Source: an optimization exercise on an open RTL-to-GDS flow (aim: small area, a short achievable clock period and few clock cycles). Production flows keep margins and buffers that such runs may drop. RTL that was checked went through simulation tests only; none was proved equivalent to the original. Function not checked in run 2: the RTL went through the layout flow alone.

## flow/design.v (module list and top-level ports; edited modules follow where they fit)
// module fp_booth_enc: 18 lines
// module fp_cpa48: 10 lines
// module fp_mult: 22 lines
// module fp_ebase: 7 lines
// module booth_mul: 717 lines
// module fp_fa: 4 lines
// module fp_ha: 4 lines
// module fp_add_exp: 25 lines
// module fp_add_emax: 13 lines
// module fp_add_exp_cases: 43 lines
// module fp_add_exp_cases_fast: 47 lines
// module fp_pick4: 12 lines
// module fp_norm: 7 lines
// module fp_mcmp: 33 lines
// module fp_add_order: 33 lines
// module fp_shift_coarse: 18 lines
// module fp_shift_fine: 10 lines
// module fp_add25: 12 lines
// module fp_add25cc: 12 lines
// module fp_skl: 34 lines
// module fp_add_finish: 11 lines
// module fp_add2: 45 lines
// module fp_add2_dist: 11 lines
// module fp_shift25: 19 lines
// module fp_pack: 9 lines
// module matrix_vector_mul_fp: 76 lines
module matrix_vector_mul_fp #(
    parameter int M = 2,
    parameter int N = 4
)(
    input  logic              clk,
    input  logic              rst,
    input  logic              start,
    input  logic [M*N*32-1:0] matrix,
    input  logic [N*32-1:0]   vector,
    output logic [M*32-1:0]   result,
    output logic              done
);
  // ...
==> flow/flow/run.sh <==
#!/bin/bash
# The standard layout with changes to synthesis and to timing repair:
# synthesis runs flow/synth.tcl (the standard flow's script, with ABC mapping by
# flow/abc_map.script, which does no buffering or sizing, and by
# flow/abc_area.script for a few exponent modules that have time to spare),
# and timing repair aims for 15.25 ns of setup slack, with buf_2 cells as
# the port buffers.
# make's output goes to synth.log and layout.log, each step's tool output
# to the ORFS logs under orfs/logs.
set -e
export FLOW_ABC_SCRIPT=$PWD/flow/abc_map.script
export FLOW_ABC_AREA_SCRIPT=$PWD/flow/abc_area.script
bash standard.sh SYNTH_SCRIPT=$PWD/flow/synth.tcl synth > synth.log 2>&1
bash standard.sh SETUP_SLACK_MARGIN=15.25 BUFFER_PORTS_ARGS="-buffer_cell sky130_fd_sc_hd__buf_2" finish > layout.log 2>&1
==> flow/flow/abc_area.script <==
strash
dch
amap
topo
==> flow/flow/abc_map.script <==
&get -n
&st
&dch
&nf
&st
&syn2
&if -g -K 6
&synch2
&nf
&st
&syn2
&if -g -K 6
&synch2
&nf
&st
&syn2
&if -g -K 6
&synch2
&nf
&st
&syn2
&if -g -K 6
&synch2
&nf
&st
&syn2
&if -g -K 6
&synch2
&nf
&put
topo
stime -c
==> flow/flow/synth.tcl <==
# The standard flow's synthesis script (synth_recipe.tcl) with one change: ABC maps with
# flow/abc_map.script, which leaves out the buffering and sizing steps of
# the standard ABC script (the resizer does those after placement), except
# for the exponent modules fp_add_exp_cases, fp_add_exp_cases_fast,
# fp_add2_dist, fp_ebase and fp_add_emax, which have time to spare: those it
# maps for area with flow/abc_area.script, and without adder cells.
proc synth {args} { yosys synth -nofsm -noshare {*}$args }
proc abc {args} {
  set i [lsearch -exact $args -script]
  set speed $args
  set area $args
  if { $i >= 0 } {
    lset speed [expr {$i + 1}] $::env(FLOW_ABC_SCRIPT)
    lset area [expr {$i + 1}] $::env(FLOW_ABC_AREA_SCRIPT)
  }
  # the exponent modules have time to spare: map them for area
  yosys abc {*}$area fp_add_exp_cases fp_add_exp_cases_fast fp_add2_dist fp_ebase fp_add_emax
  yosys abc {*}$speed * fp_add_exp_cases fp_add_exp_cases_fast fp_add2_dist fp_ebase fp_add_emax %u %u %u %u %d
}
proc extract_fa {args} {
  yosys extract_fa {*}$args * fp_add_exp_cases fp_add_exp_cases_fast fp_add2_dist fp_ebase fp_add_emax %u %u %u %u %d
}
source $::env(SCRIPTS_DIR)/synth.tcl
# left out here: clear keep_hierarchy, flatten, clean up, hide names made inside functions, write 1_2_yosys.v
==> flow/standard.sh <==
#!/bin/bash
# synth_recipe.tcl (not shown) runs the flow's synth.tcl, then flattens the netlist and writes it again
# the make line also repeats each setting of config.mk as NAME=value (left out here)
make -C /OpenROAD-flow-scripts/flow DESIGN_CONFIG=/design/flow/config.mk WORK_HOME=/design/flow/orfs CLKGATE_MAP_FILE= SYNTH_SCRIPT=/design/flow/synth_recipe.tcl "${@:-finish}"
==> flow/config.mk <==
export PLATFORM = sky130hd
export DESIGN_NAME = matrix_vector_mul_fp
export DESIGN_NICKNAME = matrix_vector_mul_fp
export VERILOG_FILES = /design/flow/design.v
export SDC_FILE = /design/flow/constraint.sdc
export NUM_CORES = 8
export LEC_CHECK = 0
export CAP_MARGIN = 20
export CORE_MARGIN = 2
export CORE_UTILIZATION = 50
export SLEW_MARGIN = 20
export SYNTH_HIERARCHICAL = 1
==> flow/constraint.sdc <==
create_clock -name core_clock -period 30.0 [get_ports {clk}]
set_input_delay 6.0000 -clock core_clock [delete_from_list [all_inputs] [get_ports {clk}]]
set_output_delay 6.0000 -clock core_clock [all_outputs]
set_load 0.01 [all_outputs]
==> run notes, run 1 <==
Critical Path Max Stage Delay 0.63 ns; final wirelength 568 mm; crit path to ROW[1].q_sign[1]; clock buf count 35; worst setup margin 15.38 ns; Tmin final 14.62 ns; Yosys Warn Count 63; final hold viol count 0; Setup crit start kind primary input; diode count 15; drt pass-1 iters 7; Reg area 0.00476 mm²; sequential cells roughly 240; unrepaired setup endpoints after global routing true; core area 0.315 mm²; ClkCell Share 0.617%; status no timing/DRC/antenna violations; first-pass GRT wire length 855 mm; DR WL/cell 27.2 µm; Routed Antenna Nets 0; fillers 29,200; clock buffer depth 3; placed cell area 0.161 mm²; total CTS buffers 29; CTS tree built; Die Y-Extent between 500 and 600 µm; Slew Limit Fails 0; most frequent cells in the layout xnor2_1, a22oi_1, fa_1, nor2_1, ha_1; met1 global-route usage 46.6%; post-route clock period utilization about half; fmax 0.0684 GHz; area of the multi-input gates ~0.15 mm²; setup TNS 0 ns; Ports 452; row count roughly 200; vias per cell 6.59; cts hold-fix bufs 0; slew margin rel. 21.2%
Testbench counts, summed over its fixed seeds: cycles 32,000.
==> module fp_mult, before the edit <==
module fp_mult (
    input  logic [31:0] a,
    input  logic [7:0]  eb,
    input  logic        sb,
    input  logic [12:0] bo,
    input  logic [12:0] bt,
    input  logic [12:0] bn,
    input  logic        bz,
    output logic        sign,
    output logic [7:0]  ebase,
    output logic [24:0] p
);
    logic [47:0] s0, s1;
    booth_mul u_mul (
        .a({a[30:23] != 8'd0, a[22:0]}),
        .bo(bo), .bt(bt), .bn(bn), .bz(bz),
        .s0(s0), .s1(s1)
    );
    fp_cpa48 u_cpa (.s0(s0), .s1(s1), .p(p));
    fp_ebase u_eb (.ea(a[30:23]), .eb(eb), .e(ebase));
    assign sign  = a[31] ^ sb;
endmodule
==> module fp_add_exp, before the edit <==
module fp_add_exp #(
    parameter bit FAST = 0      
)(
    input  logic [7:0] ba,
    input  logic       ca,
    input  logic [7:0] bb,
    input  logic       cb,
    output logic       gt,      
    output logic       eq,      
    output logic [4:0] d,       
    output logic       dz,      
    output logic [7:0] emax
);
    logic [7:0] v [4];
    generate
        if (FAST) begin: F
            fp_add_exp_cases_fast u_cases (.ba(ba), .bb(bb), .v00(v[0]), .v01(v[1]), .v10(v[2]), .v11(v[3]));
        end else begin: S
            fp_add_exp_cases u_cases (.ba(ba), .bb(bb), .v00(v[0]), .v01(v[1]), .v10(v[2]), .v11(v[3]));
        end
    endgenerate
    fp_pick4 #(.W(8)) u_pick (.v0(v[0]), .v1(v[1]), .v2(v[2]), .v3(v[3]), .s({ca, cb}),
                              .y({gt, eq, d, dz}));
    fp_add_emax u_emax (.ba(ba), .ca(ca), .bb(bb), .cb(cb), .gt(gt), .emax(emax));
endmodule
==> module fp_add_order, before the edit <==
module fp_add_order (
    input  logic        sa,
    input  logic [7:0]  ea,
    input  logic [24:0] pa,
    input  logic        sb,
    input  logic [7:0]  eb,
    input  logic [24:0] pb,
    output logic        sign,
    output logic        sub,
    output logic        neg,
    output logic [23:0] big,
    output logic [23:0] sh,
    output logic [7:0]  emax
);
    logic [23:0] ma, mb, sml, shc;
    logic        gt, eq, dz;
    logic [4:0]  d;
    fp_norm u_na (.e(ea), .p(pa), .m(ma));
    fp_norm u_nb (.e(eb), .p(pb), .m(mb));
    fp_add_exp u_exp (
        .ba(ea), .ca(pa[24]), .bb(eb), .cb(pb[24]),
        .gt(gt), .eq(eq), .d(d), .dz(dz), .emax(emax)
    );
    logic mgt;
    fp_mcmp u_cmp (.ma(ma), .mb(mb), .gt(mgt));
    assign sub   = sa ^ sb;
    assign neg   = eq & sub & mgt;
    assign big   = gt ? ma : mb;
    assign sml   = gt ? mb : ma;
    assign sign  = (gt | neg) ? sa : sb;
    fp_shift_coarse u_shc (.m(sml), .sub(sub), .d(d[4:3]), .dz(dz), .y(shc));
    fp_shift_fine   u_shf (.m(shc), .sub(sub), .d(d[2:0]), .y(sh));
endmodule
==> module fp_skl, before the edit <==
module fp_skl #(
    parameter int W = 8
)(
    input  logic [W-1:0] g,
    input  logic [W-1:0] p,
    output logic [W-1:0] G,
    output logic [W-1:0] P
);
    localparam int L = (W > 32) ? 6 : (W > 16) ? 5 : (W > 8) ? 4 : (W > 4) ? 3 : (W > 2) ? 2 : 1;
    wire gl [(L+1)*W];
    wire pl [(L+1)*W];
    genvar l, i;
    generate
        for (i = 0; i < W; i++) begin: IN
            assign gl[i] = g[i];
            assign pl[i] = p[i];
        end
        for (l = 0; l < L; l++) begin: LV
            for (i = 0; i < W; i++) begin: B
                if (((i >> l) & 1) == 1) begin: C
                    assign gl[(l+1)*W+i] = gl[l*W+i] | (pl[l*W+i] & gl[l*W+((i >> l) << l)-1]);
                    assign pl[(l+1)*W+i] = pl[l*W+i] & pl[l*W+((i >> l) << l)-1];
                end else begin: T
                    assign gl[(l+1)*W+i] = gl[l*W+i];
                    assign pl[(l+1)*W+i] = pl[l*W+i];
                end
            end
        end
        for (i = 0; i < W; i++) begin: OUT
            assign G[i] = gl[L*W+i];
            assign P[i] = pl[L*W+i];
        end
    endgenerate
endmodule
==> module fp_add_finish, before the edit <==
module fp_add_finish (
    input  logic [23:0] big,
    input  logic [23:0] sh,
    input  logic        sub,
    input  logic        neg,
    output logic [24:0] s
);
    logic [24:0] s0, s1;
    fp_add25cc u_add (.a({1'b0, big}), .b({sub, sh}), .s0(s0), .s1(s1));
    assign s = neg ? ~s0 : (sub ? s1 : s0);
endmodule
==> module matrix_vector_mul_fp, before the edit <==
module matrix_vector_mul_fp #(
    parameter int M = 2,
    parameter int N = 4
)(
    input  logic              clk,
    input  logic              rst,
    input  logic              start,
    input  logic [M*N*32-1:0] matrix,
    input  logic [N*32-1:0]   vector,
    output logic [M*32-1:0]   result,
    output logic              done
);
    genvar i, j;
    logic [12:0] bo [N], bt [N], bn [N];
    logic        bz [N];
    generate
        for (j = 0; j < N; j++) begin: ENC
            fp_booth_enc u_enc (
                .b({vector[j*32+23 +: 8] != 8'd0, vector[j*32 +: 23]}),
                .bo(bo[j]), .bt(bt[j]), .bn(bn[j]), .bz(bz[j])
            );
        end
    endgenerate
    generate
        for (i = 0; i < M; i++) begin: ROW
            logic        ps [N];
            logic [7:0]  pe [N];      
            logic [24:0] pp [N];      
            for (j = 0; j < N; j++) begin: COL
                fp_mult u_mul (
                    .a(matrix[(i*N+j)*32 +: 32]),
                    .eb(vector[j*32+23 +: 8]), .sb(vector[j*32+31]),
                    .bo(bo[j]), .bt(bt[j]), .bn(bn[j]), .bz(bz[j]),
                    .sign(ps[j]), .ebase(pe[j]), .p(pp[j])
                );
            end
            logic        o_sign [2], o_sub [2], o_neg [2];
            logic [23:0] o_big [2], o_sh [2];
            logic [7:0]  o_em [2];
            logic        q_sign [2], q_sub [2], q_neg [2];
            logic [23:0] q_big [2], q_sh [2];
            logic [7:0]  q_em [2];
            for (j = 0; j < 2; j++) begin: A1
                fp_add_order u_ord (
                    .sa(ps[2*j]), .ea(pe[2*j]), .pa(pp[2*j]),
                    .sb(ps[2*j+1]), .eb(pe[2*j+1]), .pb(pp[2*j+1]),
                    .sign(o_sign[j]), .sub(o_sub[j]), .neg(o_neg[j]), .big(o_big[j]), .sh(o_sh[j]),
                    .emax(o_em[j])
                );
                always_ff @(posedge clk) begin
                    q_sign[j] <= o_sign[j];
                    q_sub[j]  <= o_sub[j];
                    q_neg[j]  <= o_neg[j];
                    q_big[j]  <= o_big[j];
                    q_sh[j]   <= o_sh[j];
                    q_em[j]   <= o_em[j];
                end
            end
            logic [24:0] s1 [2];
            for (j = 0; j < 2; j++) begin: F1
                fp_add_finish u_fin (
                    .big(q_big[j]), .sh(q_sh[j]), .sub(q_sub[j]), .neg(q_neg[j]), .s(s1[j])
                );
            end
            fp_add2 u_add2 (
                .sa(q_sign[0]), .ea(q_em[0]), .pa(s1[0]),
                .sb(q_sign[1]), .eb(q_em[1]), .pb(s1[1]),
                .y(result[i*32 +: 32])
            );
        end
    endgenerate
    always_ff @(posedge clk or posedge rst) begin
        if (rst) done <= 1'b0;
        else     done <= start;
    end
endmodule
==> inputs of run 2 (changes only) <==
--- a/flow/design.v
+++ b/flow/design.v
@@ -40,26 +40,19 @@
 );
     logic [47:0] s0, s1;
     booth_mul u_mul (
         .a({a[30:23] != 8'd0, a[22:0]}),
         .bo(bo), .bt(bt), .bn(bn), .bz(bz),
         .s0(s0), .s1(s1)
     );
     fp_cpa48 u_cpa (.s0(s0), .s1(s1), .p(p));
-    fp_ebase u_eb (.ea(a[30:23]), .eb(eb), .e(ebase));
+    assign ebase = a[30:23] + eb - 8'd127;
     assign sign  = a[31] ^ sb;
 endmodule
-module fp_ebase (
-    input  logic [7:0] ea,
-    input  logic [7:0] eb,
-    output logic [7:0] e
-);
-    assign e = ea + eb - 8'd127;
-endmodule
 module booth_mul (
   input  logic [23:0] a,
   input  logic [12:0] bo,    
   input  logic [12:0] bt,    
   input  logic [12:0] bn,    
   input  logic        bz,    
   output logic [47:0] s0,
   output logic [47:0] s1
@@ -468,25 +461,25 @@
   assign t343 = (a[20] & bz);
   assign t344 = ~bn[10];
   assign t345 = (((bo[11] & a[23]) | (bt[11] & a[22])) ^ bn[11]);
   assign t346 = (a[21] & bz);
   assign t347 = ((bt[11] & a[23]) ^ bn[11]);
   assign t348 = (a[22] & bz);
   assign t349 = ~bn[11];
   assign t350 = (a[23] & bz);
-  assign t351 = ~t231;
-  assign t352 = ~t252;
-  assign t353 = ~t271;
-  assign t354 = ~t288;
-  assign t355 = ~t303;
-  assign t356 = ~t316;
-  assign t357 = ~t327;
-  assign t358 = ~t336;
-  assign t359 = ~t343;
+  assign t351 = ~t222;
+  assign t352 = ~t244;
+  assign t353 = ~t264;
+  assign t354 = ~t282;
+  assign t355 = ~t298;
+  assign t356 = ~t312;
+  assign t357 = ~t324;
+  assign t358 = ~t334;
+  assign t359 = ~t341;
   assign t360 = ~t348;
   fp_ha u_h0 (.a(t6), .b(t4), .s(t361), .c(t362));
   fp_ha u_h1 (.a(t7), .b(t8), .s(t363), .c(t364));
   fp_fa u_f0 (.a(t12), .b(t10), .ci(t11), .s(t365), .co(t366));
   fp_ha u_h2 (.a(t9), .b(t364), .s(t367), .c(t368));
   fp_fa u_f1 (.a(t13), .b(t14), .ci(t15), .s(t369), .co(t370));
   fp_ha u_h3 (.a(t368), .b(t366), .s(t371), .c(t372));
   fp_fa u_f2 (.a(t20), .b(t16), .ci(t17), .s(t373), .co(t374));
@@ -588,194 +581,194 @@
   fp_fa u_f83 (.a(t139), .b(t140), .ci(t141), .s(t565), .co(t566));
   fp_fa u_f84 (.a(t142), .b(t143), .ci(t542), .s(t567), .co(t568));
   fp_fa u_f85 (.a(t544), .b(t546), .ci(t548), .s(t569), .co(t570));
   fp_fa u_f86 (.a(t561), .b(t563), .ci(t565), .s(t571), .co(t572));
   fp_fa u_f87 (.a(t550), .b(t552), .ci(t567), .s(t573), .co(t574));
   fp_fa u_f88 (.a(t569), .b(t571), .ci(t554), .s(t575), .co(t576));
   fp_fa u_f89 (.a(t573), .b(t556), .ci(t575), .s(t577), .co(t578));
   fp_ha u_h19 (.a(t558), .b(t577), .s(t579), .c(t580));
-  fp_fa u_f90 (.a(t156), .b(t144), .ci(t145), .s(t581), .co(t582));
-  fp_fa u_f91 (.a(t146), .b(t147), .ci(t148), .s(t583), .co(t584));
-  fp_fa u_f92 (.a(t149), .b(t150), .ci(t151), .s(t585), .co(t586));
-  fp_fa u_f93 (.a(t152), .b(t153), .ci(t154), .s(t587), .co(t588));
-  fp_fa u_f94 (.a(t155), .b(t562), .ci(t564), .s(t589), .co(t590));
-  fp_fa u_f95 (.a(t566), .b(t581), .ci(t583), .s(t591), .co(t592));
-  fp_fa u_f96 (.a(t585), .b(t587), .ci(t568), .s(t593), .co(t594));
-  fp_fa u_f97 (.a(t570), .b(t572), .ci(t589), .s(t595), .co(t596));
+  fp_fa u_f90 (.a(t144), .b(t145), .ci(t146), .s(t581), .co(t582));
+  fp_fa u_f91 (.a(t147), .b(t148), .ci(t149), .s(t583), .co(t584));
+  fp_fa u_f92 (.a(t150), .b(t151), .ci(t152), .s(t585), .co(t586));
+  fp_fa u_f93 (.a(t153), .b(t154), .ci(t156), .s(t587), .co(t588));
+  fp_fa u_f94 (.a(t562), .b(t564), .ci(t566), .s(t589), .co(t590));
+  fp_fa u_f95 (.a(t581), .b(t583), .ci(t585), .s(t591), .co(t592));
+  fp_fa u_f96 (.a(t155), .b(t568), .ci(t570), .s(t593), .co(t594));
+  fp_fa u_f97 (.a(t587), .b(t572), .ci(t589), .s(t595), .co(t596));
   fp_fa u_f98 (.a(t591), .b(t574), .ci(t593), .s(t597), .co(t598));
   fp_fa u_f99 (.a(t595), .b(t576), .ci(t597), .s(t599), .co(t600));
   fp_ha u_h20 (.a(t578), .b(t599), .s(t601), .c(t602));
-  fp_fa u_f100 (.a(t157), .b(t158), .ci(t159), .s(t603), .co(t604));
-  fp_fa u_f101 (.a(t160), .b(t161), .ci(t162), .s(t605), .co(t606));
-  fp_fa u_f102 (.a(t163), .b(t164), .ci(t165), .s(t607), .co(t608));
-  fp_fa u_f103 (.a(t166), .b(t167), .ci(t168), .s(t609), .co(t610));
-  fp_fa u_f104 (.a(t582), .b(t584), .ci(t586), .s(t611), .co(t612));
-  fp_fa u_f105 (.a(t588), .b(t603), .ci(t605), .s(t613), .co(t614));
-  fp_fa u_f106 (.a(t607), .b(t609), .ci(t590), .s(t615), .co(t616));
-  fp_fa u_f107 (.a(t592), .b(t611), .ci(t613), .s(t617), .co(t618));
+  fp_fa u_f100 (.a(t158), .b(t159), .ci(t160), .s(t603), .co(t604));
+  fp_fa u_f101 (.a(t161), .b(t162), .ci(t163), .s(t605), .co(t606));
+  fp_fa u_f102 (.a(t164), .b(t165), .ci(t166), .s(t607), .co(t608));
+  fp_fa u_f103 (.a(t167), .b(t582), .ci(t584), .s(t609), .co(t610));
+  fp_fa u_f104 (.a(t586), .b(t157), .ci(t603), .s(t611), .co(t612));
+  fp_fa u_f105 (.a(t605), .b(t607), .ci(t168), .s(t613), .co(t614));
+  fp_fa u_f106 (.a(t588), .b(t590), .ci(t592), .s(t615), .co(t616));
+  fp_fa u_f107 (.a(t609), .b(t611), .ci(t613), .s(t617), .co(t618));
   fp_fa u_f108 (.a(t594), .b(t596), .ci(t615), .s(t619), .co(t620));
   fp_fa u_f109 (.a(t617), .b(t598), .ci(t619), .s(t621), .co(t622));
   fp_ha u_h21 (.a(t600), .b(t621), .s(t623), .c(t624));
-  fp_fa u_f110 (.a(t181), .b(t169), .ci(t170), .s(t625), .co(t626));
-  fp_fa u_f111 (.a(t171), .b(t172), .ci(t173), .s(t627), .co(t628));
-  fp_fa u_f112 (.a(t174), .b(t175), .ci(t176), .s(t629), .co(t630));
-  fp_fa u_f113 (.a(t177), .b(t178), .ci(t179), .s(t631), .co(t632));
-  fp_fa u_f114 (.a(t180), .b(t604), .ci(t606), .s(t633), .co(t634));
-  fp_fa u_f115 (.a(t608), .b(t610), .ci(t625), .s(t635), .co(t636));
-  fp_fa u_f116 (.a(t627), .b(t629), .ci(t631), .s(t637), .co(t638));
-  fp_fa u_f117 (.a(t612), .b(t614), .ci(t633), .s(t639), .co(t640));
-  fp_fa u_f118 (.a(t635), .b(t637), .ci(t616), .s(t641), .co(t642));
-  fp_fa u_f119 (.a(t618), .b(t639), .ci(t641), .s(t643), .co(t644));
-  fp_fa u_f120 (.a(t620), .b(t643), .ci(t622), .s(t645), .co(t646));
-  fp_fa u_f121 (.a(t182), .b(t194), .ci(t183), .s(t647), .co(t648));
-  fp_fa u_f122 (.a(t184), .b(t185), .ci(t186), .s(t649), .co(t650));
-  fp_fa u_f123 (.a(t187), .b(t188), .ci(t189), .s(t651), .co(t652));
-  fp_fa u_f124 (.a(t190), .b(t191), .ci(t192), .s(t653), .co(t654));
-  fp_fa u_f125 (.a(t193), .b(t626), .ci(t628), .s(t655), .co(t656));
-  fp_fa u_f126 (.a(t630), .b(t632), .ci(t647), .s(t657), .co(t658));
-  fp_fa u_f127 (.a(t649), .b(t651), .ci(t653), .s(t659), .co(t660));
-  fp_fa u_f128 (.a(t634), .b(t636), .ci(t638), .s(t661), .co(t662));
-  fp_fa u_f129 (.a(t655), .b(t657), .ci(t659), .s(t663), .co(t664));
-  fp_fa u_f130 (.a(t640), .b(t661), .ci(t663), .s(t665), .co(t666));
-  fp_fa u_f131 (.a(t642), .b(t665), .ci(t644), .s(t667), .co(t668));
-  fp_fa u_f132 (.a(t195), .b(t207), .ci(t196), .s(t669), .co(t670));
-  fp_fa u_f133 (.a(t197), .b(t198), .ci(t199), .s(t671), .co(t672));
-  fp_fa u_f134 (.a(t200), .b(t201), .ci(t202), .s(t673), .co(t674));
-  fp_fa u_f135 (.a(t203), .b(t204), .ci(t205), .s(t675), .co(t676));
-  fp_fa u_f136 (.a(t206), .b(t648), .ci(t650), .s(t677), .co(t678));
-  fp_fa u_f137 (.a(t652), .b(t654), .ci(t669), .s(t679), .co(t680));
-  fp_fa u_f138 (.a(t671), .b(t673), .ci(t675), .s(t681), .co(t682));
-  fp_fa u_f139 (.a(t656), .b(t658), .ci(t660), .s(t683), .co(t684));
-  fp_fa u_f140 (.a(t677), .b(t679), .ci(t681), .s(t685), .co(t686));
-  fp_fa u_f141 (.a(t662), .b(t664), .ci(t683), .s(t687), .co(t688));
+  fp_fa u_f110 (.a(t170), .b(t171), .ci(t172), .s(t625), .co(t626));
+  fp_fa u_f111 (.a(t173), .b(t174), .ci(t175), .s(t627), .co(t628));
+  fp_fa u_f112 (.a(t176), .b(t177), .ci(t178), .s(t629), .co(t630));
+  fp_fa u_f113 (.a(t179), .b(t604), .ci(t606), .s(t631), .co(t632));
+  fp_fa u_f114 (.a(t608), .b(t169), .ci(t625), .s(t633), .co(t634));
+  fp_fa u_f115 (.a(t627), .b(t629), .ci(t181), .s(t635), .co(t636));
+  fp_fa u_f116 (.a(t180), .b(t610), .ci(t612), .s(t637), .co(t638));
+  fp_fa u_f117 (.a(t631), .b(t633), .ci(t635), .s(t639), .co(t640));
+  fp_fa u_f118 (.a(t614), .b(t616), .ci(t637), .s(t641), .co(t642));
+  fp_fa u_f119 (.a(t639), .b(t618), .ci(t620), .s(t643), .co(t644));
+  fp_fa u_f120 (.a(t641), .b(t643), .ci(t622), .s(t645), .co(t646));
+  fp_fa u_f121 (.a(t182), .b(t184), .ci(t185), .s(t647), .co(t648));
+  fp_fa u_f122 (.a(t186), .b(t187), .ci(t188), .s(t649), .co(t650));
+  fp_fa u_f123 (.a(t189), .b(t190), .ci(t191), .s(t651), .co(t652));
+  fp_fa u_f124 (.a(t192), .b(t626), .ci(t628), .s(t653), .co(t654));
+  fp_fa u_f125 (.a(t630), .b(t183), .ci(t647), .s(t655), .co(t656));
+  fp_fa u_f126 (.a(t649), .b(t651), .ci(t194), .s(t657), .co(t658));
+  fp_fa u_f127 (.a(t193), .b(t632), .ci(t634), .s(t659), .co(t660));
+  fp_fa u_f128 (.a(t653), .b(t636), .ci(t655), .s(t661), .co(t662));
+  fp_fa u_f129 (.a(t657), .b(t638), .ci(t659), .s(t663), .co(t664));
+  fp_fa u_f130 (.a(t640), .b(t661), .ci(t642), .s(t665), .co(t666));
+  fp_fa u_f131 (.a(t663), .b(t644), .ci(t665), .s(t667), .co(t668));
+  fp_fa u_f132 (.a(t195), .b(t197), .ci(t198), .s(t669), .co(t670));
+  fp_fa u_f133 (.a(t199), .b(t200), .ci(t201), .s(t671), .co(t672));
+  fp_fa u_f134 (.a(t202), .b(t203), .ci(t204), .s(t673), .co(t674));
+  fp_fa u_f135 (.a(t205), .b(t648), .ci(t650), .s(t675), .co(t676));
+  fp_fa u_f136 (.a(t652), .b(t196), .ci(t669), .s(t677), .co(t678));
+  fp_fa u_f137 (.a(t671), .b(t673), .ci(t207), .s(t679), .co(t680));
+  fp_fa u_f138 (.a(t206), .b(t654), .ci(t656), .s(t681), .co(t682));
+  fp_fa u_f139 (.a(t675), .b(t658), .ci(t677), .s(t683), .co(t684));
+  fp_fa u_f140 (.a(t679), .b(t660), .ci(t662), .s(t685), .co(t686));
+  fp_fa u_f141 (.a(t681), .b(t683), .ci(t664), .s(t687), .co(t688));
   fp_fa u_f142 (.a(t685), .b(t666), .ci(t687), .s(t689), .co(t690));
-  fp_fa u_f143 (.a(t208), .b(t209), .ci(t220), .s(t691), .co(t692));
-  fp_fa u_f144 (.a(t210), .b(t211), .ci(t212), .s(t693), .co(t694));
-  fp_fa u_f145 (.a(t213), .b(t214), .ci(t215), .s(t695), .co(t696));
-  fp_fa u_f146 (.a(t216), .b(t217), .ci(t218), .s(t697), .co(t698));
-  fp_fa u_f147 (.a(t219), .b(t691), .ci(t670), .s(t699), .co(t700));
-  fp_fa u_f148 (.a(t672), .b(t674), .ci(t676), .s(t701), .co(t702));
-  fp_fa u_f149 (.a(t693), .b(t695), .ci(t697), .s(t703), .co(t704));
-  fp_fa u_f150 (.a(t678), .b(t680), .ci(t682), .s(t705), .co(t706));
-  fp_fa u_f151 (.a(t699), .b(t701), .ci(t703), .s(t707), .co(t708));
-  fp_fa u_f152 (.a(t684), .b(t686), .ci(t705), .s(t709), .co(t710));
+  fp_fa u_f143 (.a(t208), .b(t209), .ci(t211), .s(t691), .co(t692));
+  fp_fa u_f144 (.a(t212), .b(t213), .ci(t214), .s(t693), .co(t694));
+  fp_fa u_f145 (.a(t215), .b(t216), .ci(t217), .s(t695), .co(t696));
+  fp_fa u_f146 (.a(t218), .b(t670), .ci(t672), .s(t697), .co(t698));
+  fp_fa u_f147 (.a(t674), .b(t210), .ci(t691), .s(t699), .co(t700));
+  fp_fa u_f148 (.a(t693), .b(t695), .ci(t220), .s(t701), .co(t702));
+  fp_fa u_f149 (.a(t219), .b(t676), .ci(t678), .s(t703), .co(t704));
+  fp_fa u_f150 (.a(t697), .b(t680), .ci(t699), .s(t705), .co(t706));
+  fp_fa u_f151 (.a(t701), .b(t682), .ci(t684), .s(t707), .co(t708));
+  fp_fa u_f152 (.a(t703), .b(t705), .ci(t686), .s(t709), .co(t710));
   fp_fa u_f153 (.a(t707), .b(t688), .ci(t709), .s(t711), .co(t712));
-  fp_fa u_f154 (.a(t351), .b(t221), .ci(t222), .s(t713), .co(t714));
-  fp_fa u_f155 (.a(t223), .b(t224), .ci(t225), .s(t715), .co(t716));
-  fp_fa u_f156 (.a(t226), .b(t227), .ci(t228), .s(t717), .co(t718));
-  fp_fa u_f157 (.a(t229), .b(t230), .ci(t692), .s(t719), .co(t720));
-  fp_fa u_f158 (.a(t694), .b(t696), .ci(t698), .s(t721), .co(t722));
-  fp_fa u_f159 (.a(t713), .b(t715), .ci(t717), .s(t723), .co(t724));
-  fp_fa u_f160 (.a(t719), .b(t700), .ci(t702), .s(t725), .co(t726));
-  fp_fa u_f161 (.a(t704), .b(t721), .ci(t723), .s(t727), .co(t728));
-  fp_fa u_f162 (.a(t706), .b(t725), .ci(t708), .s(t729), .co(t730));
+  fp_fa u_f154 (.a(t223), .b(t224), .ci(t225), .s(t713), .co(t714));
+  fp_fa u_f155 (.a(t226), .b(t227), .ci(t228), .s(t715), .co(t716));
+  fp_fa u_f156 (.a(t229), .b(t351), .ci(t692), .s(t717), .co(t718));
+  fp_fa u_f157 (.a(t694), .b(t696), .ci(t221), .s(t719), .co(t720));
+  fp_fa u_f158 (.a(t713), .b(t715), .ci(t231), .s(t721), .co(t722));
+  fp_fa u_f159 (.a(t230), .b(t698), .ci(t700), .s(t723), .co(t724));
+  fp_fa u_f160 (.a(t717), .b(t702), .ci(t719), .s(t725), .co(t726));
+  fp_fa u_f161 (.a(t721), .b(t704), .ci(t706), .s(t727), .co(t728));
+  fp_fa u_f162 (.a(t723), .b(t725), .ci(t708), .s(t729), .co(t730));
   fp_fa u_f163 (.a(t727), .b(t710), .ci(t729), .s(t731), .co(t732));
-  fp_fa u_f164 (.a(t232), .b(t231), .ci(t242), .s(t733), .co(t734));
-  fp_fa u_f165 (.a(t233), .b(t234), .ci(t235), .s(t735), .co(t736));
-  fp_fa u_f166 (.a(t236), .b(t237), .ci(t238), .s(t737), .co(t738));
-  fp_fa u_f167 (.a(t239), .b(t240), .ci(t241), .s(t739), .co(t740));
-  fp_fa u_f168 (.a(t733), .b(t714), .ci(t716), .s(t741), .co(t742));
-  fp_fa u_f169 (.a(t718), .b(t735), .ci(t737), .s(t743), .co(t744));
-  fp_fa u_f170 (.a(t739), .b(t720), .ci(t722), .s(t745), .co(t746));
-  fp_fa u_f171 (.a(t724), .b(t741), .ci(t743), .s(t747), .co(t748));
+  fp_fa u_f164 (.a(t232), .b(t222), .ci(t234), .s(t733), .co(t734));
+  fp_fa u_f165 (.a(t235), .b(t236), .ci(t237), .s(t735), .co(t736));
+  fp_fa u_f166 (.a(t238), .b(t239), .ci(t240), .s(t737), .co(t738));
+  fp_fa u_f167 (.a(t714), .b(t716), .ci(t233), .s(t739), .co(t740));
+  fp_fa u_f168 (.a(t733), .b(t735), .ci(t737), .s(t741), .co(t742));
+  fp_fa u_f169 (.a(t242), .b(t241), .ci(t718), .s(t743), .co(t744));
+  fp_fa u_f170 (.a(t720), .b(t722), .ci(t739), .s(t745), .co(t746));
+  fp_fa u_f171 (.a(t741), .b(t724), .ci(t743), .s(t747), .co(t748));
   fp_fa u_f172 (.a(t726), .b(t745), .ci(t728), .s(t749), .co(t750));
   fp_fa u_f173 (.a(t747), .b(t730), .ci(t749), .s(t751), .co(t752));
-  fp_fa u_f174 (.a(t352), .b(t243), .ci(t244), .s(t753), .co(t754));
-  fp_fa u_f175 (.a(t245), .b(t246), .ci(t247), .s(t755), .co(t756));
-  fp_fa u_f176 (.a(t248), .b(t249), .ci(t250), .s(t757), .co(t758));
-  fp_fa u_f177 (.a(t251), .b(t734), .ci(t736), .s(t759), .co(t760));
-  fp_fa u_f178 (.a(t738), .b(t740), .ci(t753), .s(t761), .co(t762));
-  fp_fa u_f179 (.a(t755), .b(t757), .ci(t742), .s(t763), .co(t764));
-  fp_fa u_f180 (.a(t744), .b(t759), .ci(t761), .s(t765), .co(t766));
-  fp_fa u_f181 (.a(t746), .b(t763), .ci(t748), .s(t767), .co(t768));
-  fp_fa u_f182 (.a(t765), .b(t750), .ci(t767), .s(t769), .co(t770));
-  fp_fa u_f183 (.a(t253), .b(t252), .ci(t262), .s(t771), .co(t772));
-  fp_fa u_f184 (.a(t254), .b(t255), .ci(t256), .s(t773), .co(t774));
-  fp_fa u_f185 (.a(t257), .b(t258), .ci(t259), .s(t775), .co(t776));
-  fp_fa u_f186 (.a(t260), .b(t261), .ci(t771), .s(t777), .co(t778));
-  fp_fa u_f187 (.a(t754), .b(t756), .ci(t758), .s(t779), .co(t780));
-  fp_fa u_f188 (.a(t773), .b(t775), .ci(t777), .s(t781), .co(t782));
-  fp_fa u_f189 (.a(t760), .b(t762), .ci(t779), .s(t783), .co(t784));
-  fp_fa u_f190 (.a(t781), .b(t764), .ci(t766), .s(t785), .co(t786));
-  fp_fa u_f191 (.a(t783), .b(t768), .ci(t785), .s(t787), .co(t788));
-  fp_fa u_f192 (.a(t353), .b(t263), .ci(t264), .s(t789), .co(t790));
-  fp_fa u_f193 (.a(t265), .b(t266), .ci(t267), .s(t791), .co(t792));
-  fp_fa u_f194 (.a(t268), .b(t269), .ci(t270), .s(t793), .co(t794));
-  fp_fa u_f195 (.a(t772), .b(t774), .ci(t776), .s(t795), .co(t796));
-  fp_fa u_f196 (.a(t789), .b(t791), .ci(t793), .s(t797), .co(t798));
-  fp_fa u_f197 (.a(t778), .b(t780), .ci(t795), .s(t799), .co(t800));
-  fp_fa u_f198 (.a(t797), .b(t782), .ci(t784), .s(t801), .co(t802));
+  fp_fa u_f174 (.a(t245), .b(t246), .ci(t247), .s(t753), .co(t754));
+  fp_fa u_f175 (.a(t248), .b(t249), .ci(t250), .s(t755), .co(t756));
+  fp_fa u_f176 (.a(t352), .b(t734), .ci(t736), .s(t757), .co(t758));
+  fp_fa u_f177 (.a(t738), .b(t243), .ci(t753), .s(t759), .co(t760));
+  fp_fa u_f178 (.a(t755), .b(t252), .ci(t251), .s(t761), .co(t762));
+  fp_fa u_f179 (.a(t740), .b(t742), .ci(t757), .s(t763), .co(t764));
+  fp_fa u_f180 (.a(t759), .b(t761), .ci(t744), .s(t765), .co(t766));
+  fp_fa u_f181 (.a(t746), .b(t763), .ci(t765), .s(t767), .co(t768));
+  fp_fa u_f182 (.a(t748), .b(t767), .ci(t750), .s(t769), .co(t770));
+  fp_fa u_f183 (.a(t253), .b(t244), .ci(t255), .s(t771), .co(t772));
+  fp_fa u_f184 (.a(t256), .b(t257), .ci(t258), .s(t773), .co(t774));
+  fp_fa u_f185 (.a(t259), .b(t260), .ci(t754), .s(t775), .co(t776));
+  fp_fa u_f186 (.a(t756), .b(t254), .ci(t771), .s(t777), .co(t778));
+  fp_fa u_f187 (.a(t773), .b(t262), .ci(t261), .s(t779), .co(t780));
+  fp_fa u_f188 (.a(t758), .b(t760), .ci(t775), .s(t781), .co(t782));
+  fp_fa u_f189 (.a(t777), .b(t762), .ci(t779), .s(t783), .co(t784));
+  fp_fa u_f190 (.a(t764), .b(t781), .ci(t783), .s(t785), .co(t786));
+  fp_fa u_f191 (.a(t766), .b(t785), .ci(t768), .s(t787), .co(t788));
+  fp_fa u_f192 (.a(t265), .b(t266), .ci(t267), .s(t789), .co(t790));
+  fp_fa u_f193 (.a(t268), .b(t269), .ci(t353), .s(t791), .co(t792));
+  fp_fa u_f194 (.a(t772), .b(t774), .ci(t263), .s(t793), .co(t794));
+  fp_fa u_f195 (.a(t789), .b(t791), .ci(t271), .s(t795), .co(t796));
+  fp_fa u_f196 (.a(t270), .b(t776), .ci(t778), .s(t797), .co(t798));
+  fp_fa u_f197 (.a(t793), .b(t795), .ci(t780), .s(t799), .co(t800));
+  fp_fa u_f198 (.a(t782), .b(t797), .ci(t784), .s(t801), .co(t802));
   fp_fa u_f199 (.a(t799), .b(t786), .ci(t801), .s(t803), .co(t804));
-  fp_fa u_f200 (.a(t272), .b(t271), .ci(t280), .s(t805), .co(t806));
-  fp_fa u_f201 (.a(t273), .b(t274), .ci(t275), .s(t807), .co(t808));
-  fp_fa u_f202 (.a(t276), .b(t277), .ci(t278), .s(t809), .co(t810));
-  fp_fa u_f203 (.a(t279), .b(t805), .ci(t790), .s(t811), .co(t812));
-  fp_fa u_f204 (.a(t792), .b(t794), .ci(t807), .s(t813), .co(t814));
-  fp_fa u_f205 (.a(t809), .b(t796), .ci(t798), .s(t815), .co(t816));
-  fp_fa u_f206 (.a(t811), .b(t813), .ci(t800), .s(t817), .co(t818));
-  fp_fa u_f207 (.a(t815), .b(t802), .ci(t817), .s(t819), .co(t820));
-  fp_fa u_f208 (.a(t354), .b(t281), .ci(t282), .s(t821), .co(t822));
-  fp_fa u_f209 (.a(t283), .b(t284), .ci(t285), .s(t823), .co(t824));
-  fp_fa u_f210 (.a(t286), .b(t287), .ci(t806), .s(t825), .co(t826));
-  fp_fa u_f211 (.a(t808), .b(t810), .ci(t821), .s(t827), .co(t828));
-  fp_fa u_f212 (.a(t823), .b(t825), .ci(t812), .s(t829), .co(t830));
+  fp_fa u_f200 (.a(t272), .b(t264), .ci(t274), .s(t805), .co(t806));
+  fp_fa u_f201 (.a(t275), .b(t276), .ci(t277), .s(t807), .co(t808));
+  fp_fa u_f202 (.a(t278), .b(t790), .ci(t792), .s(t809), .co(t810));
+  fp_fa u_f203 (.a(t273), .b(t805), .ci(t807), .s(t811), .co(t812));
+  fp_fa u_f204 (.a(t280), .b(t279), .ci(t794), .s(t813), .co(t814));
+  fp_fa u_f205 (.a(t809), .b(t796), .ci(t811), .s(t815), .co(t816));
+  fp_fa u_f206 (.a(t798), .b(t813), .ci(t815), .s(t817), .co(t818));
+  fp_fa u_f207 (.a(t800), .b(t817), .ci(t802), .s(t819), .co(t820));
+  fp_fa u_f208 (.a(t283), .b(t284), .ci(t285), .s(t821), .co(t822));
+  fp_fa u_f209 (.a(t286), .b(t354), .ci(t806), .s(t823), .co(t824));
+  fp_fa u_f210 (.a(t808), .b(t281), .ci(t821), .s(t825), .co(t826));
+  fp_fa u_f211 (.a(t288), .b(t287), .ci(t810), .s(t827), .co(t828));
+  fp_fa u_f212 (.a(t812), .b(t823), .ci(t825), .s(t829), .co(t830));
   fp_fa u_f213 (.a(t814), .b(t827), .ci(t816), .s(t831), .co(t832));
   fp_fa u_f214 (.a(t829), .b(t818), .ci(t831), .s(t833), .co(t834));
-  fp_fa u_f215 (.a(t289), .b(t288), .ci(t296), .s(t835), .co(t836));
-  fp_fa u_f216 (.a(t290), .b(t291), .ci(t292), .s(t837), .co(t838));
-  fp_fa u_f217 (.a(t293), .b(t294), .ci(t295), .s(t839), .co(t840));
-  fp_fa u_f218 (.a(t835), .b(t822), .ci(t824), .s(t841), .co(t842));
-  fp_fa u_f219 (.a(t837), .b(t839), .ci(t826), .s(t843), .co(t844));
-  fp_fa u_f220 (.a(t828), .b(t841), .ci(t843), .s(t845), .co(t846));
-  fp_fa u_f221 (.a(t830), .b(t845), .ci(t832), .s(t847), .co(t848));
-  fp_fa u_f222 (.a(t355), .b(t297), .ci(t298), .s(t849), .co(t850));
-  fp_fa u_f223 (.a(t299), .b(t300), .ci(t301), .s(t851), .co(t852));
-  fp_fa u_f224 (.a(t302), .b(t836), .ci(t838), .s(t853), .co(t854));
-  fp_fa u_f225 (.a(t840), .b(t849), .ci(t851), .s(t855), .co(t856));
-  fp_fa u_f226 (.a(t842), .b(t853), .ci(t855), .s(t857), .co(t858));
-  fp_fa u_f227 (.a(t844), .b(t857), .ci(t846), .s(t859), .co(t860));
-  fp_fa u_f228 (.a(t304), .b(t303), .ci(t310), .s(t861), .co(t862));
-  fp_fa u_f229 (.a(t305), .b(t306), .ci(t307), .s(t863), .co(t864));
-  fp_fa u_f230 (.a(t308), .b(t309), .ci(t861), .s(t865), .co(t866));
-  fp_fa u_f231 (.a(t850), .b(t852), .ci(t863), .s(t867), .co(t868));
-  fp_fa u_f232 (.a(t865), .b(t854), .ci(t856), .s(t869), .co(t870));
+  fp_fa u_f215 (.a(t289), .b(t282), .ci(t291), .s(t835), .co(t836));
+  fp_fa u_f216 (.a(t292), .b(t293), .ci(t294), .s(t837), .co(t838));
+  fp_fa u_f217 (.a(t822), .b(t290), .ci(t835), .s(t839), .co(t840));
+  fp_fa u_f218 (.a(t837), .b(t296), .ci(t295), .s(t841), .co(t842));
+  fp_fa u_f219 (.a(t824), .b(t826), .ci(t839), .s(t843), .co(t844));
+  fp_fa u_f220 (.a(t841), .b(t828), .ci(t830), .s(t845), .co(t846));
+  fp_fa u_f221 (.a(t843), .b(t832), .ci(t845), .s(t847), .co(t848));
+  fp_fa u_f222 (.a(t299), .b(t300), .ci(t301), .s(t849), .co(t850));
+  fp_fa u_f223 (.a(t355), .b(t836), .ci(t838), .s(t851), .co(t852));
+  fp_fa u_f224 (.a(t297), .b(t849), .ci(t303), .s(t853), .co(t854));
+  fp_fa u_f225 (.a(t302), .b(t840), .ci(t851), .s(t855), .co(t856));
+  fp_fa u_f226 (.a(t853), .b(t842), .ci(t844), .s(t857), .co(t858));
+  fp_fa u_f227 (.a(t855), .b(t846), .ci(t857), .s(t859), .co(t860));
+  fp_fa u_f228 (.a(t304), .b(t298), .ci(t306), .s(t861), .co(t862));
+  fp_fa u_f229 (.a(t307), .b(t308), .ci(t850), .s(t863), .co(t864));
+  fp_fa u_f230 (.a(t305), .b(t861), .ci(t310), .s(t865), .co(t866));
+  fp_fa u_f231 (.a(t309), .b(t852), .ci(t863), .s(t867), .co(t868));
+  fp_fa u_f232 (.a(t854), .b(t865), .ci(t856), .s(t869), .co(t870));
   fp_fa u_f233 (.a(t867), .b(t858), .ci(t869), .s(t871), .co(t872));
-  fp_fa u_f234 (.a(t356), .b(t311), .ci(t312), .s(t873), .co(t874));
-  fp_fa u_f235 (.a(t313), .b(t314), .ci(t315), .s(t875), .co(t876));
-  fp_fa u_f236 (.a(t862), .b(t864), .ci(t873), .s(t877), .co(t878));
-  fp_fa u_f237 (.a(t875), .b(t866), .ci(t868), .s(t879), .co(t880));
+  fp_fa u_f234 (.a(t313), .b(t314), .ci(t356), .s(t873), .co(t874));
+  fp_fa u_f235 (.a(t862), .b(t311), .ci(t873), .s(t875), .co(t876));
+  fp_fa u_f236 (.a(t316), .b(t315), .ci(t864), .s(t877), .co(t878));
+  fp_fa u_f237 (.a(t866), .b(t875), .ci(t868), .s(t879), .co(t880));
   fp_fa u_f238 (.a(t877), .b(t870), .ci(t879), .s(t881), .co(t882));
-  fp_fa u_f239 (.a(t317), .b(t316), .ci(t322), .s(t883), .co(t884));
-  fp_fa u_f240 (.a(t318), .b(t319), .ci(t320), .s(t885), .co(t886));
-  fp_fa u_f241 (.a(t321), .b(t883), .ci(t874), .s(t887), .co(t888));
-  fp_fa u_f242 (.a(t876), .b(t885), .ci(t878), .s(t889), .co(t890));
-  fp_fa u_f243 (.a(t887), .b(t880), .ci(t889), .s(t891), .co(t892));
-  fp_fa u_f244 (.a(t357), .b(t323), .ci(t324), .s(t893), .co(t894));
-  fp_fa u_f245 (.a(t325), .b(t326), .ci(t884), .s(t895), .co(t896));
-  fp_fa u_f246 (.a(t886), .b(t893), .ci(t895), .s(t897), .co(t898));
-  fp_fa u_f247 (.a(t888), .b(t897), .ci(t890), .s(t899), .co(t900));
-  fp_fa u_f248 (.a(t328), .b(t327), .ci(t332), .s(t901), .co(t902));
-  fp_fa u_f249 (.a(t329), .b(t330), .ci(t331), .s(t903), .co(t904));
-  fp_fa u_f250 (.a(t901), .b(t894), .ci(t903), .s(t905), .co(t906));
+  fp_fa u_f239 (.a(t317), .b(t312), .ci(t319), .s(t883), .co(t884));
+  fp_fa u_f240 (.a(t320), .b(t874), .ci(t318), .s(t885), .co(t886));
+  fp_fa u_f241 (.a(t883), .b(t322), .ci(t321), .s(t887), .co(t888));
+  fp_fa u_f242 (.a(t876), .b(t885), .ci(t887), .s(t889), .co(t890));
+  fp_fa u_f243 (.a(t878), .b(t889), .ci(t880), .s(t891), .co(t892));
+  fp_fa u_f244 (.a(t325), .b(t357), .ci(t884), .s(t893), .co(t894));
+  fp_fa u_f245 (.a(t323), .b(t327), .ci(t326), .s(t895), .co(t896));
+  fp_fa u_f246 (.a(t886), .b(t893), .ci(t888), .s(t897), .co(t898));
+  fp_fa u_f247 (.a(t895), .b(t890), .ci(t897), .s(t899), .co(t900));
+  fp_fa u_f248 (.a(t328), .b(t324), .ci(t330), .s(t901), .co(t902));
+  fp_fa u_f249 (.a(t329), .b(t901), .ci(t332), .s(t903), .co(t904));
+  fp_fa u_f250 (.a(t331), .b(t894), .ci(t903), .s(t905), .co(t906));
   fp_fa u_f251 (.a(t896), .b(t905), .ci(t898), .s(t907), .co(t908));
-  fp_fa u_f252 (.a(t358), .b(t333), .ci(t334), .s(t909), .co(t910));
-  fp_fa u_f253 (.a(t335), .b(t902), .ci(t904), .s(t911), .co(t912));
+  fp_fa u_f252 (.a(t358), .b(t902), .ci(t333), .s(t909), .co(t910));
+  fp_fa u_f253 (.a(t336), .b(t335), .ci(t904), .s(t911), .co(t912));
   fp_fa u_f254 (.a(t909), .b(t906), .ci(t911), .s(t913), .co(t914));
-  fp_fa u_f255 (.a(t337), .b(t336), .ci(t340), .s(t915), .co(t916));
-  fp_fa u_f256 (.a(t338), .b(t339), .ci(t915), .s(t917), .co(t918));
-  fp_fa u_f257 (.a(t910), .b(t917), .ci(t912), .s(t919), .co(t920));
-  fp_fa u_f258 (.a(t359), .b(t341), .ci(t342), .s(t921), .co(t922));
+  fp_fa u_f255 (.a(t337), .b(t334), .ci(t338), .s(t915), .co(t916));
+  fp_fa u_f256 (.a(t340), .b(t339), .ci(t910), .s(t917), .co(t918));
+  fp_fa u_f257 (.a(t915), .b(t912), .ci(t917), .s(t919), .co(t920));
+  fp_fa u_f258 (.a(t359), .b(t343), .ci(t342), .s(t921), .co(t922));
   fp_fa u_f259 (.a(t916), .b(t921), .ci(t918), .s(t923), .co(t924));
-  fp_fa u_f260 (.a(t344), .b(t343), .ci(t346), .s(t925), .co(t926));
+  fp_fa u_f260 (.a(t344), .b(t341), .ci(t346), .s(t925), .co(t926));
   fp_fa u_f261 (.a(t345), .b(t925), .ci(t922), .s(t927), .co(t928));
   fp_fa u_f262 (.a(t360), .b(t347), .ci(t926), .s(t929), .co(t930));
   fp_fa u_f263 (.a(t349), .b(t348), .ci(t350), .s(t931), .co(t932));
-  assign s0 = {t931, t929, t927, t923, t914, t913, t907, t892, t882, t872, t871, t859, t834, t820, t804, t803, t770, t752, t732, t712, t690, t689, t667, t624, t602, t580, t560, t540, t537, t504, t488, t472, t458, t444, t441, t420, t410, t407, t397, t384, t381, t375, t369, t365, t362, t5, t3, t2};
-  assign s1 = {t930, t928, t924, t920, t919, t908, t900, t899, t891, t881, t860, t848, t847, t833, t819, t788, t787, t769, t751, t731, t711, t668, t646, t645, t623, t601, t579, t559, t539, t521, t503, t487, t471, t457, t443, t431, t419, t409, t399, t391, t383, t377, t371, t367, t363, t361, 1'b0, t1};
+  assign s0 = {t931, t929, t927, t920, t914, t913, t907, t899, t882, t872, t871, t848, t834, t833, t804, t803, t787, t752, t732, t712, t690, t668, t646, t624, t602, t580, t560, t540, t537, t504, t488, t472, t458, t444, t441, t420, t410, t407, t397, t384, t381, t375, t369, t365, t362, t5, t3, t2};
+  assign s1 = {t930, t928, t924, t923, t919, t908, t900, t892, t891, t881, t860, t859, t847, t820, t819, t788, t770, t769, t751, t731, t711, t689, t667, t645, t623, t601, t579, t559, t539, t521, t503, t487, t471, t457, t443, t431, t419, t409, t399, t391, t383, t377, t371, t367, t363, t361, 1'b0, t1};
 endmodule
 module fp_fa (input logic a, input logic b, input logic ci, output logic s, output logic co);
   assign s  = a ^ b ^ ci;
   assign co = (a & b) | (a & ci) | (b & ci);
 endmodule
 module fp_ha (input logic a, input logic b, output logic s, output logic c);
   assign s = a ^ b;
   assign c = a & b;
@@ -798,26 +791,16 @@
         if (FAST) begin: F
             fp_add_exp_cases_fast u_cases (.ba(ba), .bb(bb), .v00(v[0]), .v01(v[1]), .v10(v[2]), .v11(v[3]));
         end else begin: S
             fp_add_exp_cases u_cases (.ba(ba), .bb(bb), .v00(v[0]), .v01(v[1]), .v10(v[2]), .v11(v[3]));
         end
     endgenerate
     fp_pick4 #(.W(8)) u_pick (.v0(v[0]), .v1(v[1]), .v2(v[2]), .v3(v[3]), .s({ca, cb}),
                               .y({gt, eq, d, dz}));
-    fp_add_emax u_emax (.ba(ba), .ca(ca), .bb(bb), .cb(cb), .gt(gt), .emax(emax));
-endmodule
-module fp_add_emax (
-    input  logic [7:0] ba,
-    input  logic       ca,
-    input  logic [7:0] bb,
-    input  logic       cb,
-    input  logic       gt,
-    output logic [7:0] emax
-);
     logic [7:0] ea, eb;
     assign ea   = ba + {7'd0, ca};
     assign eb   = bb + {7'd0, cb};
     assign emax = gt ? ea : eb;
 endmodule
 module fp_add_exp_cases (
     input  logic [7:0] ba,
     input  logic [7:0] bb,
@@ -915,16 +898,30 @@
     input  logic [W-1:0] v1,
     input  logic [W-1:0] v2,
     input  logic [W-1:0] v3,
     input  logic [1:0]   s,
     output logic [W-1:0] y
 );
     assign y = s[1] ? (s[0] ? v3 : v2) : (s[0] ? v1 : v0);
 endmodule
+module fp_add_exp_ser (
+    input  logic [7:0] ba, input logic ca, input logic [7:0] bb, input logic cb,
+    output logic gt, output logic eq, output logic [4:0] d, output logic dz, output logic [7:0] emax);
+    logic [7:0] ea, eb; logic [8:0] dab, dba;
+    assign ea = ba + {7'd0, ca};
+    assign eb = bb + {7'd0, cb};
+    assign dab = {1'b0, ea} - {1'b0, eb};
+    assign dba = {1'b0, eb} - {1'b0, ea};
+    assign gt = dba[8];
+    assign eq = (ea == eb);
+    assign d  = dba[8] ? dab[4:0] : dba[4:0];
+    assign dz = dba[8] ? (dab[7:0] >= 8'd24) : (dba[7:0] >= 8'd24);
+    assign emax = dba[8] ? ea : eb;
+endmodule
 module fp_norm (
     input  logic [7:0]  e,
     input  logic [24:0] p,
     output logic [23:0] m
 );
     assign m = {p[24] ? (e != 8'hFF) : (e != 8'h00), p[24] ? p[23:1] : p[22:0]};
 endmodule
 module fp_mcmp (
@@ -962,39 +959,37 @@
 endmodule
 module fp_add_order (
     input  logic        sa,
     input  logic [7:0]  ea,
     input  logic [24:0] pa,
     input  logic        sb,
     input  logic [7:0]  eb,
     input  logic [24:0] pb,
-    output logic        sign,
+    output logic        sbig,
     output logic        sub,
-    output logic        neg,
+    output logic        eqsub,
     output logic [23:0] big,
     output logic [23:0] sh,
     output logic [7:0]  emax
 );
     logic [23:0] ma, mb, sml, shc;
     logic        gt, eq, dz;
     logic [4:0]  d;
     fp_norm u_na (.e(ea), .p(pa), .m(ma));
     fp_norm u_nb (.e(eb), .p(pb), .m(mb));
     fp_add_exp u_exp (
         .ba(ea), .ca(pa[24]), .bb(eb), .cb(pb[24]),
         .gt(gt), .eq(eq), .d(d), .dz(dz), .emax(emax)
     );
-    logic mgt;
-    fp_mcmp u_cmp (.ma(ma), .mb(mb), .gt(mgt));
     assign sub   = sa ^ sb;
-    assign neg   = eq & sub & mgt;
+    assign eqsub = eq & sub;
     assign big   = gt ? ma : mb;
     assign sml   = gt ? mb : ma;
-    assign sign  = (gt | neg) ? sa : sb;
+    assign sbig  = gt ? sa : sb;
     fp_shift_coarse u_shc (.m(sml), .sub(sub), .d(d[4:3]), .dz(dz), .y(shc));
     fp_shift_fine   u_shf (.m(shc), .sub(sub), .d(d[2:0]), .y(sh));
 endmodule
 module fp_shift_coarse (
     input  logic [23:0] m,
     input  logic        sub,
     input  logic [1:0]  d,
     input  logic        dz,
@@ -1006,16 +1001,27 @@
         case (d)
             2'd0:    y = x;
             2'd1:    y = {{8{sub}}, x[23:8]};
             default: y = {{16{sub}}, x[23:16]};
         endcase
         if (dz) y = {24{sub}};
     end
 endmodule
+module fp_shift_fill (
+    input  logic [23:0] m,
+    input  logic        f,
+    input  logic [4:0]  d,
+    input  logic        dz,
+    output logic [23:0] y
+);
+    logic [47:0] x;
+    assign x = {{24{f}}, m} >> d;
+    assign y = dz ? {24{f}} : x[23:0];
+endmodule
 module fp_shift_fine (
     input  logic [23:0] m,
     input  logic        sub,
     input  logic [2:0]  d,
     output logic [23:0] y
 );
     logic [31:0] x;
     assign x = {{8{sub}}, m} >> d;
@@ -1048,17 +1054,17 @@
 module fp_skl #(
     parameter int W = 8
 )(
     input  logic [W-1:0] g,
     input  logic [W-1:0] p,
     output logic [W-1:0] G,
     output logic [W-1:0] P
 );
-    localparam int L = (W > 32) ? 6 : (W > 16) ? 5 : (W > 8) ? 4 : (W > 4) ? 3 : (W > 2) ? 2 : 1;
+    localparam int L = $clog2(W);
     wire gl [(L+1)*W];
     wire pl [(L+1)*W];
     genvar l, i;
     generate
         for (i = 0; i < W; i++) begin: IN
             assign gl[i] = g[i];
             assign pl[i] = p[i];
         end
@@ -1078,22 +1084,29 @@
             assign P[i] = pl[L*W+i];
         end
     endgenerate
 endmodule
 module fp_add_finish (
     input  logic [23:0] big,
     input  logic [23:0] sh,
     input  logic        sub,
-    input  logic        neg,
+    input  logic        eqsub,
+    input  logic        sa,
+    input  logic        sbig,
+    output logic        sign,
     output logic [24:0] s
 );
     logic [24:0] s0, s1;
+    logic        mgt, neg;
     fp_add25cc u_add (.a({1'b0, big}), .b({sub, sh}), .s0(s0), .s1(s1));
-    assign s = neg ? ~s0 : (sub ? s1 : s0);
+    fp_mcmp u_cmp (.ma(~sh), .mb(big), .gt(mgt));
+    assign neg  = eqsub & mgt;
+    assign s    = neg ? ~s0 : (sub ? s1 : s0);
+    assign sign = neg ? sa : sbig;
 endmodule
 module fp_add2 (
     input  logic        sa,
     input  logic [7:0]  ea,
     input  logic [24:0] pa,
     input  logic        sb,
     input  logic [7:0]  eb,
     input  logic [24:0] pb,
@@ -1205,47 +1218,50 @@
             for (j = 0; j < N; j++) begin: COL
                 fp_mult u_mul (
                     .a(matrix[(i*N+j)*32 +: 32]),
                     .eb(vector[j*32+23 +: 8]), .sb(vector[j*32+31]),
                     .bo(bo[j]), .bt(bt[j]), .bn(bn[j]), .bz(bz[j]),
                     .sign(ps[j]), .ebase(pe[j]), .p(pp[j])
                 );
             end
-            logic        o_sign [2], o_sub [2], o_neg [2];
+            logic        o_sbig [2], o_sub [2], o_eqs [2];
             logic [23:0] o_big [2], o_sh [2];
             logic [7:0]  o_em [2];
-            logic        q_sign [2], q_sub [2], q_neg [2];
+            logic        q_sbig [2], q_sub [2], q_eqs [2], q_sa [2];
             logic [23:0] q_big [2], q_sh [2];
             logic [7:0]  q_em [2];
             for (j = 0; j < 2; j++) begin: A1
                 fp_add_order u_ord (
                     .sa(ps[2*j]), .ea(pe[2*j]), .pa(pp[2*j]),
                     .sb(ps[2*j+1]), .eb(pe[2*j+1]), .pb(pp[2*j+1]),
-                    .sign(o_sign[j]), .sub(o_sub[j]), .neg(o_neg[j]), .big(o_big[j]), .sh(o_sh[j]),
+                    .sbig(o_sbig[j]), .sub(o_sub[j]), .eqsub(o_eqs[j]), .big(o_big[j]), .sh(o_sh[j]),
                     .emax(o_em[j])
                 );
                 always_ff @(posedge clk) begin
-                    q_sign[j] <= o_sign[j];
+                    q_sbig[j] <= o_sbig[j];
                     q_sub[j]  <= o_sub[j];
-                    q_neg[j]  <= o_neg[j];
+                    q_eqs[j]  <= o_eqs[j];
+                    q_sa[j]   <= ps[2*j];
                     q_big[j]  <= o_big[j];
                     q_sh[j]   <= o_sh[j];
                     q_em[j]   <= o_em[j];
                 end
             end
+            logic        s1s [2];
             logic [24:0] s1 [2];
             for (j = 0; j < 2; j++) begin: F1
                 fp_add_finish u_fin (
-                    .big(q_big[j]), .sh(q_sh[j]), .sub(q_sub[j]), .neg(q_neg[j]), .s(s1[j])
+                    .big(q_big[j]), .sh(q_sh[j]), .sub(q_sub[j]), .eqsub(q_eqs[j]),
+                    .sa(q_sa[j]), .sbig(q_sbig[j]), .sign(s1s[j]), .s(s1[j])
                 );
             end
             fp_add2 u_add2 (
-                .sa(q_sign[0]), .ea(q_em[0]), .pa(s1[0]),
-                .sb(q_sign[1]), .eb(q_em[1]), .pb(s1[1]),
+                .sa(s1s[0]), .ea(q_em[0]), .pa(s1[0]),
+                .sb(s1s[1]), .eb(q_em[1]), .pb(s1[1]),
                 .y(result[i*32 +: 32])
             );
         end
     endgenerate
     always_ff @(posedge clk or posedge rst) begin
         if (rst) done <= 1'b0;
         else     done <= start;
     end
==> flow/flow/run.sh (replaced) <==
#!/bin/bash
# The standard layout with two changes to synthesis and to timing repair:
# synthesis runs flow/synth.tcl (the standard flow's script, with ABC mapping by
# flow/abc_map.script, which does no buffering or sizing), and timing repair
# aims for 15 ns of setup slack, with buf_4 cells as the port buffers.
# make's output goes to synth.log and layout.log, each step's tool output
# to the ORFS logs under orfs/logs.
set -e
export FLOW_ABC_SCRIPT=$PWD/flow/abc_map.script
bash standard.sh SYNTH_SCRIPT=$PWD/flow/synth.tcl synth > synth.log 2>&1
bash standard.sh SETUP_SLACK_MARGIN=15 BUFFER_PORTS_ARGS="-buffer_cell sky130_fd_sc_hd__buf_4" finish > layout.log 2>&1
==> flow/flow/synth.tcl (replaced) <==
# The standard flow's synthesis script (synth_recipe.tcl) with one change: ABC maps with
# flow/abc_map.script, which leaves out the buffering and sizing steps of
# the standard ABC script (the resizer does those after placement).
proc synth {args} { yosys synth -nofsm -noshare {*}$args }
proc abc {args} {
  set i [lsearch -exact $args -script]
  if { $i >= 0 } {
    lset args [expr {$i + 1}] $::env(FLOW_ABC_SCRIPT)
  }
  yosys abc {*}$args
}
source $::env(SCRIPTS_DIR)/synth.tcl
# left out here: clear keep_hierarchy, flatten, clean up, hide names made inside functions, write 1_2_yosys.v
==> flow/config.mk (replaced) <==
export PLATFORM = sky130hd
export DESIGN_NAME = matrix_vector_mul_fp
export DESIGN_NICKNAME = matrix_vector_mul_fp
export VERILOG_FILES = /design/flow/design.v
export SDC_FILE = /design/flow/constraint.sdc
export NUM_CORES = 8
export LEC_CHECK = 0
export CAP_MARGIN = 20
export CORE_MARGIN = 2
export CORE_UTILIZATION = 40
export SLEW_MARGIN = 20
export SYNTH_HIERARCHICAL = 1
removed: flow/flow/abc_area.script
==> run 2 against run 1 <==
Compared with the run above: still clean on timing, DRC and antenna; synthesized cell count rose by 1.0%; global-route usage fell by 6.6 points.
==> run notes, run 2 <==
status no timing/DRC/antenna violations; DR DRC count 0; area of the mapped netlist 0.163 mm²; Slew @ Worst Pin roughly 1.2 ns; largest net degree at the start of global routing 63; Reg area 0.00483 mm² (+1.6%); met3 usage around 5.3%; die width 643 µm; max cap viols 0; routability cong. 0.946; final hold viol count 0 (unchanged); DR WL/cell 26.7 µm (-2.1%); total CTS buffers 26 (-10%); synthesized netlist net count approximately 21,000; clock buffer depth 3 (unchanged); Crit-path slowest cell mux4_4; # setup viols final 0; Syn-to-layout area delta 6.96%; Req. time, crit path 30.49 ns; GRT busiest layer met2; mean post-synth cell area between 9 and 10 µm²; core area 0.406 mm² (+29%); first-pass GRT wire length 888 mm (+3.9%); Die Y-Extent 643 µm (+14%); grt total ovfl 0; clock-pin slew on the worst setup and hold paths 0.07 ns; met1 global-route usage 36.5% (-10 points); PortBufs 451; largest registers ROW.q_big: 96 flops, ROW.q_sh: 96 flops, ROW.q_em: 32 flops; drt pass-1 iters 7 (unchanged); most common cell after layout, fill and taps aside xnor2_1; Ports 452 (unchanged); CTS tree built; Critical Path Max Stage Delay 0.58 ns (-0.05 ns); Nets 20,500; Initial Util between 40% and 50%; DR vias 141,000; most frequent cells in the layout xnor2_1, a22oi_1, fa_1, ha_1, clkinv_1; area of the multi-input gates 0.150 mm² (+3.7%); Setup crit start kind primary input; Die ar. 0.414 mm²; Slew Limit Fails 0 (unchanged); cell mode on critical path fa_1; fillers 39,700 (+36%); Hold Crit Class primary input to async pin; setup TNS 0 ns (unchanged); H-Tree Depth 1; crit path DAT about 15 ns; final HPWL from detailed placement 401 mm; cts hold-fix bufs 0 (unchanged); vias per cell 6.31 (-4.2%); critical path class primary input to register; Min Hold Slack 5.21 ns; row count 234 (+14%); placed cell area 0.169 mm² (+4.9%); Starting DRT DRC Count 15,200; CP Max Fanout 48; worst setup margin 15.22 ns (-0.160 ns); final wirelength 595 mm (+4.6%); fmax 0.0677 GHz (-1.1%); Routed Antenna Nets 0 (unchanged); Tmin final 14.78 ns (+0.160 ns); clk sinks 241; post-route clock period utilization 49.3% (+0.53 points); crit end category register; slew margin rel. 16.6% (-4.6 points); gr usage total 27.3%; Yosys Warn Count 69 (+9.5%); Finished Cell Area between 0.15 and 0.2 mm²; number of global-route vias before repair roughly 140k; CTS root buf clkbuf_16; met2 usage 43.0%; Mapped Cells 17,200; share of layout cells above drive strength 1 9.54%; worst slack, placed 12.64 ns; initial antenna violation count 48; unrepaired setup endpoints after global routing false
-- run 2: routing by layer --
metal	vias to the layer above	wire length, µm
met5	-	273
met4	44	28300
met3	1606	62400
met2	8168	265000
met1	70300	239000
li1	60700	-
-- run 2: metrics by stage --
stage	util, %	std cells
6_report	43.0	22300
5_1_grt	43.0	22300
4_1_cts	42.3	22200
3_5_place_dp	41.6	22100
3_3_place_gp	41.6	22100
2_1_floorplan	-	17200
-- run 2: layout make-up --
class	instances	area share, %
Antenna cell	24	0.0344
Clock buffer	29	0.379
Clock inverter	18	0.112
Inverter	707	1.52
Multi-Input combinational cell	15000	86.1
Sequential cell	241	2.77
Tap cell	5428	3.89
Timing Repair Buffer	877	5.19
-- run 2: worst paths after layout --
| kind | startpoint | endpoint | cells after the start |
|---|---|---|---|
| worst max-delay path | vector[81] | ROW[0].q_sh[1][0] | 30 |
| worst min-delay path | rst | done | 2 |
| max in group asynchronous | rst | done | 2 |
| min in group core_clock | start | done | 1 |
-- run 2: what timing repair did --
item                       4_1_cts  5_1_grt
buffers inserted                52       42
setup endpoints to repair      284      157
gates resized for setup        274      323
pin swaps                       30       42
gates cloned                    32       40
-- run 2: worst max-delay path: cells and delay by family --
| family | cells | cell delay, ns |
|---|---|---|
| buf+inv | 5 | 1.50 |
| compound gates | 9 | 2.24 |
| simple gates | 2 | 0.41 |
| fa+ha+maj | 7 | 3.10 |
| mux | 3 | 1.18 |
| xor+xnor | 4 | 0.69 |

separate check: timing with driven ports:
The flow's constraints put no driver on any port. The routed layouts listed below were extracted and timed again, unchanged, in two steps. Step 1 assumes that a clkbuf_16 drives the clock port and a buf_2 every other input. Step 2 adds t to the input delays and takes it off the output delays; t is the mean of the earliest and latest rising clock arrival at the registers after step 1. Input paths then give back, and output paths get back, about the clock's delay inside the block. Three values: ideal ports, drivers, drivers and shift; two values: the first two.
run | t, ns | slack for setup (ns) | worst register clock-pin slew, ns
run 1 | 0.692 | 15.378 / 15.403 / 14.711 | 0.07 / 0.07
run 2 | 0.700 | 15.219 / 15.166 / 14.466 | 0.08 / 0.08
After both steps every run listed still meets setup and hold. The setup slack of run 2, which loses most, moves by -0.053 ns with the drivers and by -0.753 ns with both steps.
